Background: an optimization exercise with open tools, aiming at small area. Do not read the settings as production practice. Where RTL was checked, it was by simulation tests only, not by an equivalence proof against the original. The clock port is modelled as an ideal driver, which makes a skipped or thinned clock tree look cheaper than it is; a real chip needs a root buffer or a tree. Power and IR drop assume default switching activity.

==> flow/design.v <==
module HRALM4(
    input  [15:0] x,
    input  [15:0] y,
    input         clk,
    input         rst,
    output [31:0] p
    );
    wire [15:0] ax = {3'b0, x[12:0] ^ {13{x[13]}}};
    wire zx8 = ~|ax[15:8];
    wire [15:0] bx = zx8 ? {ax[7:0], 8'd0} : ax;
    wire zx4 = ~|bx[15:12];
    wire [15:0] cx = zx4 ? {bx[11:0], 4'd0} : bx;
    wire zx2 = ~|cx[15:14];
    wire [15:0] dx = zx2 ? {cx[13:0], 2'd0} : cx;
    wire zx1 = ~dx[15];
    wire [2:0] fx = zx1 ? dx[13:11] : dx[14:12];
    wire [3:0] kx = ~{zx8, zx4, zx2, zx1};
    wire nzx = dx[15] | dx[14];
    wire [15:0] ay = {1'b0, y[14:0] ^ {15{y[15]}}};
    wire zy8 = ~|ay[15:8];
    wire [15:0] by = zy8 ? {ay[7:0], 8'd0} : ay;
    wire zy4 = ~|by[15:12];
    wire [15:0] cy = zy4 ? {by[11:0], 4'd0} : by;
    wire zy2 = ~|cy[15:14];
    wire [15:0] dy = zy2 ? {cy[13:0], 2'd0} : cy;
    wire zy1 = ~dy[15];
    wire [2:0] fy = zy1 ? dy[13:11] : dy[14:12];
    wire [3:0] ky = ~{zy8, zy4, zy2, zy1};
    wire nzy = dy[15] | dy[14];
    wire [7:0] lc;
    wire [7:0] ls;
    assign ls[0] = ~(fx[0] ^ fy[0]);
    assign lc[1] = fx[0] | fy[0];
    wire [6:1] la = {kx, fx[2:1]};
    wire [6:1] lb = {ky, fy[2:1]};
    genvar i;
    for (i = 1; i < 7; i = i + 1) begin : g_la
        FA la_fa(.a(la[i]), .b(lb[i]), .c(lc[i]), .s(ls[i]), .co(lc[i+1]));
    end
    assign ls[7] = lc[7];
    wire xo  = x[13] ^ x[14];
    wire one = ~rst & xo;
    wire two = ~rst & ~xo & (x[15] ^ x[14]);
    wire neg = x[15];
    wire [16:0] mag = ({17{one}} & {y[15], y}) | ({17{two}} & {y, 1'b0});
    reg  [16:0] pp1;
    reg         sf;
    reg  [7:0]  L;
    reg         s, nz;
    always @(posedge clk) begin
        pp1 <= mag ^ {17{neg}};
        sf  <= neg;
        L   <= ls;
        s   <= x[13] ^ y[15];
        nz  <= ~rst & nzx & nzy;
    end
    wire [3:0]  t  = L[6:3];
    wire [3:0]  w0 = {1'b1, L[2:0]};
    wire [4:0]  u1 = t[0] ? {w0, 1'b0} : {1'b0, w0};
    wire [6:0]  u2 = t[1] ? {u1, 2'b0} : {2'b0, u1};
    wire [10:0] u3 = t[2] ? {u2, 4'b0} : {4'b0, u2};
    wire [18:0] u4 = t[3] ? {u3, 8'b0} : {8'b0, u3};
    wire [15:0] v  = u4[18:3];
    wire h0   = nz & s;
    wire h1lo = nz & (s ^ ~L[7]);
    wire h1hi = nz & (s ^ L[7]);
    wire [29:0] pp0;
    for (i = 0; i < 16; i = i + 1) begin : g_lo
        assign pp0[i] = v[i] ? h1lo : h0;
    end
    for (i = 0; i < 12; i = i + 1) begin : g_hi
        assign pp0[16+i] = v[i] ? h1hi : h0;
    end
    assign pp0[29:28] = {h0, h0};
    wire [17:0] ha = {pp0[29], pp0[29], pp0[29:14]};
    wire [17:0] hb = {pp1[16], pp1};
    wire [17:0] hi;
    wire [17:0] hc;
    assign hc[0] = sf;
    for (i = 0; i < 16; i = i + 1) begin : g_ha
        FA ha_fa(.a(ha[i]), .b(hb[i]), .c(hc[i]), .s(hi[i]), .co(hc[i+1]));
    end
    wire hx = ha[16] ^ hb[16];
    assign hi[16] = hx ^ hc[16];
    assign hi[17] = hx ? hi[16] : ha[16];
    assign p = {hi, pp0[13:0]};
endmodule
module FA(
    input  a,
    input  b,
    input  c,
    output s,
    output co
    );
    assign s  = a ^ b ^ c;
    assign co = (a & b) | (c & (a ^ b));
endmodule
clock: 12.0 ns
lec_check: 0
cap_margin: 0
core_margin: 2
core_utilization: 40
gpl_timing_driven: 0
place_density_lb_addon: 0.2
slew_margin: 0
standard.sh (not shown) runs the stock make flow with config.mk's settings and CLKGATE_MAP_FILE= SYNTH_SCRIPT=/design/flow/synth_recipe.tcl, a recipe that flattens the netlist after the stock synthesis.
==> flow/flow/run.sh <==
#!/bin/bash
# Own layout flow: the standard ORFS flow, with
#  - synthesis as synth_recipe.tcl, but module FA kept apart and mapped onto
#    the library's full-adder cell, and ABC mapping with area-oriented
#    scripts (flow/abc/*.abc, the smallest result kept) instead of the ORFS
#    one, without adder extraction;
#  - port buffers of the smallest buffer cell;
#  - clock tree options from flow/cts_args (no dummy loads), and the
#    clock tree's second level folded into its root buffer (clk_merge.tcl).
# Each make run writes its output to a log file of its own here; ORFS keeps
# each tool's log under orfs/logs.
set -euo pipefail
W=$PWD
export MY_WORK=$W
export MY_ABC_DIR=$W/flow/abc
export MY_FA_MAP=$W/flow/fa_map.v
ARGS=("SYNTH_SCRIPT=$W/flow/synth.tcl" "ADDER_MAP_FILE=" "SYNTH_KEEP_MODULES=FA"
      "BUFFER_PORTS_ARGS=-buffer_cell sky130_fd_sc_hd__buf_1"
      "CTS_ARGS=$(cat $W/flow/cts_args)")
bash standard.sh "${ARGS[@]}" synth > $W/log_synth.txt 2>&1
bash standard.sh "${ARGS[@]}" cts > $W/log_cts.txt 2>&1
export MY_RES=$W/orfs/results/$FLOW_PLATFORM/HRALM4/base
openroad -no_init -exit $W/flow/clk_merge.tcl > $W/log_clk_merge.txt 2>&1
bash standard.sh "${ARGS[@]}" finish > $W/log_layout.txt 2>&1
Other scripts of this flow, unchanged in this note and not shown: flow/flow/abc/a1.abc, flow/flow/abc/a2.abc, flow/flow/abc/a3.abc, flow/flow/abc/a4.abc, flow/flow/abc/a5.abc, flow/flow/clk_merge.tcl, flow/flow/cts_args, flow/flow/fa_map.v, flow/flow/synth.tcl
Next try:
--- a/flow/config.mk
+++ b/flow/config.mk
@@ -7,3 +7,3 @@
 export LEC_CHECK = 0
-export CAP_MARGIN = 0
+export CAP_MARGIN = 20
 export CORE_MARGIN = 2
@@ -12,2 +12,2 @@
 export PLACE_DENSITY_LB_ADDON = 0.2
-export SLEW_MARGIN = 0
+export SLEW_MARGIN = 20
Result: Final area went up by 0.54%. Clock-buffer cell count does not change. Flip-flop and latch count does not change. Non-clock buffer count went up by 1. Utilization went up by 0.26 points. Die area is unchanged.

========
Another version of the RTL of HRALM4 (not shown whole).
Size: about 340 cells after synthesis, about 28 flip-flops, about 66 I/O pins, about 2400 um^2 of cells after synthesis.
Settings: LEC_CHECK=0, CAP_MARGIN=20, CORE_MARGIN=2, CORE_UTILIZATION=40, GPL_TIMING_DRIVEN=0, PLACE_DENSITY_LB_ADDON=0.2, SLEW_MARGIN=20; clock period 12.0 ns.
==> flow/flow/run.sh <==
#!/bin/bash
# Own layout flow: the standard ORFS flow, with
#  - synthesis as synth_recipe.tcl, but module FA kept apart and mapped onto
#    the library's full-adder cell, and ABC mapping with an area-oriented
#    script (flow/area.abc) instead of the ORFS one, without adder extraction;
#  - port buffers of the smallest buffer cell;
#  - clock tree options from flow/cts_args (no dummy loads), and the
#    clock tree's second level folded into its root buffer (clk_merge.tcl).
# Each make run writes its output to a log file of its own here; ORFS keeps
# each tool's log under orfs/logs.
set -euo pipefail
W=$PWD
export MY_WORK=$W
export MY_ABC_SCRIPT=$W/flow/area.abc
export MY_FA_MAP=$W/flow/fa_map.v
ARGS=("SYNTH_SCRIPT=$W/flow/synth.tcl" "ADDER_MAP_FILE=" "SYNTH_KEEP_MODULES=FA"
      "BUFFER_PORTS_ARGS=-buffer_cell sky130_fd_sc_hd__buf_1"
      "CTS_ARGS=$(cat $W/flow/cts_args)")
bash standard.sh "${ARGS[@]}" synth > $W/log_synth.txt 2>&1
bash standard.sh "${ARGS[@]}" cts > $W/log_cts.txt 2>&1
export MY_RES=$W/orfs/results/$FLOW_PLATFORM/HRALM4/base
openroad -no_init -exit $W/flow/clk_merge.tcl > $W/log_clk_merge.txt 2>&1
bash standard.sh "${ARGS[@]}" finish > $W/log_layout.txt 2>&1
==> flow/flow/area.abc <==
strash; &get -n; &deepsyn -T 30; &put; dch -f; amap; 
==> flow/flow/synth.tcl <==
# synth_recipe.tcl, except that ABC maps with an area-oriented script and
# without the ORFS delay constraints (-D, -constr), and that instances of
# module FA become the library's full-adder cell before ABC runs.
proc abc {args} {
  set out {}
  set i 0
  while {$i < [llength $args]} {
    set a [lindex $args $i]
    if {$a in {-script -constr -D}} { incr i 2; continue }
    lappend out $a
    incr i
  }
  yosys techmap -map $::env(MY_FA_MAP)
  yosys delete FA
  yosys abc -script $::env(MY_ABC_SCRIPT) {*}$out
}
source $::env(MY_WORK)/synth_recipe.tcl
Other scripts of this flow, unchanged in this note and not shown: flow/flow/clk_merge.tcl, flow/flow/cts_args, flow/flow/fa_map.v
The first run finished with timing, DRC and antenna clean.
==> next run, changes <==
--- a/flow/flow/run.sh
+++ b/flow/flow/run.sh
@@ -2,6 +2,7 @@
 # Own layout flow: the standard ORFS flow, with
 #  - synthesis as synth_recipe.tcl, but module FA kept apart and mapped onto
-#    the library's full-adder cell, and ABC mapping with an area-oriented
-#    script (flow/area.abc) instead of the ORFS one, without adder extraction;
+#    the library's full-adder cell, and ABC mapping with area-oriented
+#    scripts (flow/abc/*.abc, the smallest result kept) instead of the ORFS
+#    one, without adder extraction;
 #  - port buffers of the smallest buffer cell;
 #  - clock tree options from flow/cts_args (no dummy loads), and the
@@ -12,5 +13,5 @@
 W=$PWD
 export MY_WORK=$W
-export MY_ABC_SCRIPT=$W/flow/area.abc
+export MY_ABC_DIR=$W/flow/abc
 export MY_FA_MAP=$W/flow/fa_map.v
 ARGS=("SYNTH_SCRIPT=$W/flow/synth.tcl" "ADDER_MAP_FILE=" "SYNTH_KEEP_MODULES=FA"
==> flow/flow/abc/a1.abc (new file) <==
strash; &get -n; &deepsyn -T 30; &put; &get -n; &dch -f; &nf -R 1000; &put
==> flow/flow/abc/a2.abc (new file) <==
strash; &get -n; &deepsyn -T 30; &put; dch -f; amap; 
==> flow/flow/abc/a3.abc (new file) <==
strash; &get -n; &deepsyn -T 30; &put; dch -f; amap -m
==> flow/flow/abc/a4.abc (new file) <==
strash; &get -n; &deepsyn -T 30; &put; dch -f; amap -A 10 -F 3
==> flow/flow/synth.tcl (replaced) <==
# synth_recipe.tcl, except that instances of module FA become the library's
# full-adder cell before ABC runs, and that ABC maps with area-oriented
# scripts (flow/abc/*.abc) instead of the ORFS one, without the ORFS delay
# constraints (-D, -constr): each script maps the same netlist, and the
# mapping with the smallest cell area is kept.
proc abc {args} {
  set out {}
  set lib {}
  set i 0
  while {$i < [llength $args]} {
    set a [lindex $args $i]
    if {$a in {-script -constr -D}} { incr i 2; continue }
    if {$a eq "-liberty"} { set lib [lindex $args [expr {$i + 1}]] }
    lappend out $a
    incr i
  }
  yosys techmap -map $::env(MY_FA_MAP)
  yosys delete FA
  yosys design -save my_pre_abc
  set best {}
  set best_area 0
  set k 0
  foreach scr [lsort [glob $::env(MY_ABC_DIR)/*.abc]] {
    yosys design -load my_pre_abc
    yosys abc -script $scr {*}$out
    set f $::env(MY_WORK)/abc_stat_$k.txt
    yosys tee -q -o $f stat -liberty $lib
    set fh [open $f r]
    set txt [read $fh]
    close $fh
    if {![regexp {Chip area for module '\\HRALM4': ([0-9.]+)} $txt -> area]} {
      error "no area for ABC script $scr"
    }
    puts "ABC script [file tail $scr]: cell area $area"
    if {$best eq {} || $area < $best_area} {
      set best $scr
      set best_area $area
      yosys design -save my_best_abc
    }
    incr k
  }
  puts "ABC script kept: [file tail $best] (cell area $best_area)"
  yosys design -load my_best_abc
}
source $::env(MY_WORK)/synth_recipe.tcl
removed: flow/flow/area.abc
What happened:
- setup slack is worse by 0.079 ns
- final cell count decreases by about 0.6%
- non-clock buffer count increases by 1
No run of this note included a check of the RTL's function; only the layout flow was run.

========
Another version of the RTL of HRALM4 (not shown whole).
For scale: roughly 280 cells after synthesis, roughly 28 flip-flops, about 66 I/O pins, about 2500 um2 of cells after synthesis.
==> flow/design.v (excerpt) <==
module HRALM4(
    input  [15:0] x,
    input  [15:0] y,
    input         clk,
    input         rst,
    output [31:0] p
    );
    wire [15:0] ax = {3'b0, x[12:0] ^ {13{x[13]}}};
    wire zx8 = ~|ax[15:8];
    wire [15:0] bx = zx8 ? {ax[7:0], 8'd0} : ax;
    wire zx4 = ~|bx[15:12];
    wire [15:0] cx = zx4 ? {bx[11:0], 4'd0} : bx;
    wire zx2 = ~|cx[15:14];
    wire [15:0] dx = zx2 ? {cx[13:0], 2'd0} : cx;
    wire zx1 = ~dx[15];
    wire [2:0] fx = zx1 ? dx[13:11] : dx[14:12];
    wire [3:0] kx = ~{zx8, zx4, zx2, zx1};
    wire nzx = dx[15] | dx[14];
    wire [15:0] ay = {1'b0, y[14:0] ^ {15{y[15]}}};
    wire zy8 = ~|ay[15:8];
    wire [15:0] by = zy8 ? {ay[7:0], 8'd0} : ay;
    wire zy4 = ~|by[15:12];
    wire [15:0] cy = zy4 ? {by[11:0], 4'd0} : by;
    wire zy2 = ~|cy[15:14];
    wire [15:0] dy = zy2 ? {cy[13:0], 2'd0} : cy;
    wire zy1 = ~dy[15];
    wire [2:0] fy = zy1 ? dy[13:11] : dy[14:12];
    wire [3:0] ky = ~{zy8, zy4, zy2, zy1};
    wire nzy = dy[15] | dy[14];
    wire [7:0] lc;
    wire [7:0] ls;
    assign ls[0] = ~(fx[0] ^ fy[0]);
    assign lc[1] = fx[0] | fy[0];
    wire [6:1] la = {kx, fx[2:1]};
    wire [6:1] lb = {ky, fy[2:1]};
    genvar i;
    for (i = 1; i < 7; i = i + 1) begin : g_la
        FA la_fa(.a(la[i]), .b(lb[i]), .c(lc[i]), .s(ls[i]), .co(lc[i+1]));
    end
    assign ls[7] = lc[7];
    wire xo  = x[13] ^ x[14];
    wire one = ~rst & xo;
    wire two = ~rst & ~xo & (x[15] ^ x[14]);
    wire neg = x[15] & (one | two);
    wire [16:0] mag = ({17{one}} & {y[15], y}) | ({17{two}} & {y, 1'b0});
    reg  [16:0] pp1;
    reg         sf;
    reg  [7:0]  L;
    reg         s, nz;
    always @(posedge clk) begin
        pp1 <= mag ^ {17{neg}};
        sf  <= neg;
        L   <= ls;
        s   <= x[13] ^ y[15];
        nz  <= ~rst & nzx & nzy;
    end
    wire [3:0]  t  = L[6:3];
    wire [3:0]  w0 = {1'b1, L[2:0]};
    wire [4:0]  u1 = t[0] ? {w0, 1'b0} : {1'b0, w0};
    wire [6:0]  u2 = t[1] ? {u1, 2'b0} : {2'b0, u1};
  ...
clock: 12.0 ns
lec_check: 0
cap_margin: 20
core_margin: 2
core_utilization: 40
gpl_timing_driven: 0
place_density_lb_addon: 0.2
slew_margin: 20
==> flow/flow/run.sh <==
#!/bin/bash
# Own layout flow: the standard ORFS flow, with
#  - synthesis as synth_recipe.tcl, but module FA kept apart and mapped onto
#    the library's full-adder cell, and ABC mapping with an area-oriented
#    script (flow/area.abc) instead of the ORFS one, without adder extraction;
#  - port buffers of the smallest buffer cell;
#  - clock tree options from flow/cts_args (no dummy loads).
# Each make run writes its output to a log file of its own here; ORFS keeps
# each tool's log under orfs/logs.
set -euo pipefail
W=$PWD
export MY_WORK=$W
export MY_ABC_SCRIPT=$W/flow/area.abc
export MY_FA_MAP=$W/flow/fa_map.v
ARGS=("SYNTH_SCRIPT=$W/flow/synth.tcl" "ADDER_MAP_FILE=" "SYNTH_KEEP_MODULES=FA"
      "BUFFER_PORTS_ARGS=-buffer_cell sky130_fd_sc_hd__buf_1"
      "CTS_ARGS=$(cat $W/flow/cts_args)")
bash standard.sh "${ARGS[@]}" synth > $W/log_synth.txt 2>&1
bash standard.sh "${ARGS[@]}" finish > $W/log_layout.txt 2>&1
==> flow/flow/area.abc <==
strash; &get -n; &deepsyn -T 30; &put; &get -n; &dch -f; &nf -R 1000; &put
==> flow/flow/cts_args <==
-sink_clustering_enable -repair_clock_nets -dont_use_dummy_load -buf_list sky130_fd_sc_hd__clkbuf_4 -sink_clustering_size 10
==> flow/flow/fa_map.v <==
(* techmap_celltype = "FA" *)
module _map_FA(input a, input b, input c, output s, output co);
  sky130_fd_sc_hd__fa_1 _TECHMAP_REPLACE_ (.A(a), .B(b), .CIN(c), .SUM(s), .COUT(co));
endmodule
==> flow/flow/synth.tcl <==
# synth_recipe.tcl, except that ABC maps with an area-oriented script and
# without the ORFS delay constraints (-D, -constr), and that instances of
# module FA become the library's full-adder cell before ABC runs.
proc abc {args} {
  set out {}
  set i 0
  while {$i < [llength $args]} {
    set a [lindex $args $i]
    if {$a in {-script -constr -D}} { incr i 2; continue }
    lappend out $a
    incr i
  }
  yosys techmap -map $::env(MY_FA_MAP)
  yosys delete FA
  yosys abc -script $::env(MY_ABC_SCRIPT) {*}$out
}
source $::env(MY_WORK)/synth_recipe.tcl
Rerun with:
==> flow/flow/cts_args (replaced) <==
-sink_clustering_enable -repair_clock_nets -dont_use_dummy_load -buf_list sky130_fd_sc_hd__clkbuf_8 -root_buf sky130_fd_sc_hd__clkbuf_8 -sink_clustering_size 50 -sink_clustering_max_diameter 500 -sink_clustering_levels 1
Sequential cell count does not change.
Sequential share of layout area goes down by 0.13 points.
Core utilization goes up by 0.32 points.
Total power goes up by 3.0%.
First-iteration DRC count goes down by 20%.
Cell count is unchanged.
Rerun with:
==> flow/flow/cts_args (replaced) <==
-repair_clock_nets -dont_use_dummy_load -buf_list sky130_fd_sc_hd__clkbuf_16 -root_buf sky130_fd_sc_hd__clkbuf_16
Outcome: Flip-flop and latch count is unchanged; hold slack is better by 15 ps; die area is unchanged; wire length is higher by 1.3%; synthesized area does not change; cell count does not change; setup slack is better by 7.6 ps; combinational power is about the same; sequential power stays flat.

separate check: timing with driven ports:
No port has a modelled driver above. Below, the same layouts with a new extraction and two added sets of constraints. Step 1 (the two cells are an assumption about what drives the block):
set clk [get_ports {clk}]
set_driving_cell -lib_cell sky130_fd_sc_hd__clkbuf_16 $clk
set_driving_cell -lib_cell sky130_fd_sc_hd__buf_2 [delete_from_list [all_inputs] $clk]
Step 2 adds t to the input delays and takes it off the output delays; t is the mean of the earliest and latest rising clock arrival at the registers after step 1. Input paths then give back, and output paths get back, about the clock's delay inside the block. a / b / c = ideal / step 1 / step 2; a / b = the first two.
| run | shift t [ns] | setup WS [ns] | latest minus earliest clock arrival (ns) |
|---|---|---|---|
| the first run of note 1 | 0.190 | 1.105 / 1.075 / 1.265 | 0.002 / 0.002 |
| the second run of note 1 | 0.197 | 1.049 / 1.015 / 1.212 | 0.002 / 0.002 |
| the first run of note 2 | 0.183 | 1.250 / 1.222 / 1.405 | 0.002 / 0.002 |
| the second run of note 2 | 0.189 | 1.172 / 1.141 / 1.329 | 0.003 / 0.003 |
| the first run of note 3 | 0.324 | 0.507 / 0.487 / 0.810 | 0.001 / 0.001 |
| the second run of note 3 | 0.281 | 0.534 / 0.511 / 0.791 | 0.002 / 0.001 |
| the third run of note 3 | 0.282 | 0.542 / 0.513 / 0.795 | 0.002 / 0.002 |
After both steps setup and hold are still met in every run listed.
